Context: an optimization exercise on an open-source flow, tuned for small area, a short achievable clock period and few clock cycles. The choices shown serve that exercise and are no tape-out recipe. The RTL was checked by simulation tests, not by an equivalence proof against the original design. Power figures rest on the tool's default switching activity, not on a simulated workload.

== raven ==
==> flow/design.v (excerpt) <==
module CPU(
    input clk,
    input reset,
    input [31:0] idata,    
    output [31:0] iaddr,   
    input [31:0] drdata,   
    output [31:0] daddr,   
    output [31:0] dwdata,  
    output [3:0] we,       
    output [31:0] x31,
    output [31:0] pc
);
export LEC_CHECK = 0
export CAP_MARGIN = 30
export CORE_MARGIN = 2
export CORE_UTILIZATION = 50
export CTS_CLUSTER_DIAMETER = 100
export CTS_CLUSTER_SIZE = 24
export PLACE_DENSITY = 0.65
export SLEW_MARGIN = 30
create_clock -name core_clock -period 10.0 [get_ports {clk}]
standard.sh (not shown) runs the stock make flow with config.mk's settings and CLKGATE_MAP_FILE= SYNTH_SCRIPT=/design/flow/synth_recipe.tcl, a recipe that flattens the netlist after the stock synthesis.
==> flow/flow/run.sh <==
#!/bin/bash
set -euo pipefail
bash standard.sh SETUP_SLACK_MARGIN=6 \
  "BUFFER_PORTS_ARGS=-buffer_cell sky130_fd_sc_hd__buf_1" \
  finish > standard_flow.log 2>&1
raven completed end to end with timing, DRC and antenna clean.
Testbench counts of raven, summed over its fixed seeds: cycles 44,035.
The inputs of sierra differ from those of raven as listed below.
- CORE_UTILIZATION: 50 -> 40
- PLACE_DENSITY: 0.65 -> 0.6
Results
sierra closes out successfully: all stages finished, all timing, DRC and antenna checks passed. In the metrics for raven and sierra, the one carrying the lower total length of routed met2 wires is raven. Compared with raven, sierra has extra setup slack. The detailed-route wire length reported for sierra is greater than that of raven by about 4.3%. The final reports for sierra and raven show final cell count higher in the former. For the met1 wire length, sierra came in 4800 um higher than raven did. sierra: post-route standard cell area excluding fillers is 970 sq um higher than what raven reported. Between raven and sierra, the tapcell count is lower for raven. Final clock period utilization by the worst path, raven and sierra: lower on sierra. Relative to raven, hold slack has gone down in sierra. The total of clock buffers placed in the layout number comes out higher for raven vs sierra.
#### Input delta (violet over sierra)
-- flow/flow/run.sh --
<<< sierra, line 3
bash standard.sh SETUP_SLACK_MARGIN=6 \
>>> violet, line 3
bash standard.sh SETUP_SLACK_MARGIN=6.5 \
Findings:
Relative to sierra, share of power burned in combinational logic has gone up in violet.
Start point of the critical path = idata[31]: sierra; start point of the critical path = e_fam: violet
Capturing instance or port of the critical path: f_pc[25] -> sierra, f_pc[9] -> violet
violet against sierra: internal power summed over all cells rose by 3.4%, layout net count rose by 124.
Compared with sierra, amount of wire on met3 after detailed routing in violet decreased by a few percent.

---

== onyx ==
Another version of the RTL of CPU (not shown whole).
For scale: roughly 1300 flip-flops, ~0.066 mm² of cells after synthesis.
export LEC_CHECK = 0
export CAP_MARGIN = 30
export CORE_MARGIN = 2
export CORE_UTILIZATION = 40
export PLACE_DENSITY = 0.6
export SLEW_MARGIN = 30
create_clock -name core_clock -period 10.0 [get_ports {clk}]
==> flow/flow/run.sh <==
#!/bin/bash
set -euo pipefail
bash standard.sh SETUP_SLACK_MARGIN=6 \
  "BUFFER_PORTS_ARGS=-buffer_cell sky130_fd_sc_hd__buf_1" \
  finish > standard_flow.log 2>&1
onyx ended with every stage complete and zero timing, DRC or antenna violations.
Testbench counts of onyx, summed over its fixed seeds: cycles 44,035.
Relative to onyx, the following input files were edited for tundra:
- PLACE_DENSITY changed from 0.6 to 0.65
- CORE_UTILIZATION changed from 40 to 50
- CTS_CLUSTER_SIZE newly set to 24
- CTS_CLUSTER_DIAMETER newly set to 100
--- outcome ---
- Fraction of area in non-clock buffers: lower on onyx
- tundra vs. onyx: transition time of the tightest slew-check pin went down by 0.26 ns, arrival time reported for the critical path endpoint fell 0.09 ns, layout net count lower.
[inputs] amber vs tundra
- PLACE_DENSITY now 0.6, was 0.65
- CORE_UTILIZATION now 40, was 50
Findings:
- amber against tundra: area overhead of the layout relative to synthesis shows no meaningful change, hold slack went up by 0.011 ns, inserted tap cell count +25%.

---

Setup of v22:
Another version of the RTL of CPU (not shown whole).
For scale: roughly 1300 flip-flops, roughly 230 I/O pins, about 0.066 mm² of cells after synthesis.
make LEC_CHECK=0 CAP_MARGIN=30 CORE_MARGIN=2 CORE_UTILIZATION=40 PLACE_DENSITY=0.6 SETUP_SLACK_MARGIN=5 SLEW_MARGIN=30 finish   # period 10.0 ns
run.sh (not shown) runs the stock make flow with config.mk's settings and CLKGATE_MAP_FILE= SYNTH_SCRIPT=/design/flow/synth_recipe.tcl, a recipe that flattens the netlist after the stock synthesis.
Stock flow here: none of the scripts above is used.
Testbench counts of v22, summed over its fixed seeds: cycles 44,035.
> inputs changed (v22 -> v26)
- SETUP_SLACK_MARGIN removed (was 5)
==> flow/flow/run.sh (new file) <==
#!/bin/bash
set -euo pipefail
bash standard.sh SETUP_SLACK_MARGIN=6 finish > standard_flow.log 2>&1
==> flow/standard.sh (new file) <==
#!/bin/bash
# synth_recipe.tcl (not shown) runs the flow's synth.tcl, then flattens the netlist and writes it again
# the make line also repeats each setting of config.mk as NAME=value (left out here)
make -C /OpenROAD-flow-scripts/flow DESIGN_CONFIG=/design/flow/config.mk WORK_HOME=/design/flow/orfs CLKGATE_MAP_FILE= SYNTH_SCRIPT=/design/flow/synth_recipe.tcl "${@:-finish}"
removed: flow/run.sh
Results
- Compared v26 against v22; cell total after placement within noise.
- v26 vs v22, clock-buffer cell count went down by 18.
- There was hardly any difference in clock-pin slew reported for the worst setup and hold paths after clock tree synthesis between v26 and v22.
- When v26 is measured against v22, its final routed wire length divided by cell count turns out 1.2 µm higher.
- v26 vs. v22: placed cell area barely changed; clock tree skew after final layout dropped 0.0053 ns.
- In the reports for v22 and v26, the smaller utilization belongs to v22.
- Between v22 and v26, met1 track demand over resource in global routing increased.

==> port drivers added, routing unchanged <==
In the flow no input, the clock included, has a driving cell. The finished layouts below were timed again as built, in two steps. Step 1: set_driving_cell puts a clkbuf_16 on clk and a buf_2 on each other input, an assumption about the parent block. Step 2 also shifts input and output timing later by t, the mid clock arrival at the registers, as if the neighbouring blocks saw the same clock. Three values: ideal ports, drivers, drivers and shift; two values: the first two.
| run | t (ns) | setup slack, ns | hold slack, ns | slew at the worst register clock pin (ns) | pins driven straight from the clock port |
|---|---|---|---|---|---|
| raven | 0.807 | 5.613 / 5.671 / 4.864 | 0.404 / 0.404 / 0.404 | 0.11 / 0.11 | 1 |
| sierra | 0.838 | 5.665 / 5.671 / 4.867 | 0.400 / 0.400 / 0.400 | 0.11 / 0.11 | 1 |
| violet | 0.825 | 5.582 / 5.582 / 4.893 | 0.402 / 0.402 / 0.402 | 0.11 / 0.11 | 1 |
| onyx | 0.891 | 5.664 / 5.664 / 4.862 | 0.403 / 0.403 / 0.403 | 0.07 / 0.07 | 1 |
| tundra | 0.814 | 5.669 / 5.669 / 4.924 | 0.397 / 0.397 / 0.397 | 0.11 / 0.11 | 1 |
| amber | 0.815 | 5.626 / 5.626 / 4.925 | 0.408 / 0.408 / 0.408 | 0.11 / 0.11 | 1 |
| v22 | 0.873 | 5.039 / 5.039 / 4.261 | 0.365 / 0.365 / 0.365 | 0.07 / 0.07 | 1 |
| v26 | 0.865 | 5.635 / 5.635 / 4.770 | 0.314 / 0.314 / 0.314 | 0.08 / 0.08 | 1 |
After both steps every run listed still meets setup and hold. The setup slack of v26, which loses most, moves by 0.000 ns with the drivers and by -0.865 ns with both steps.
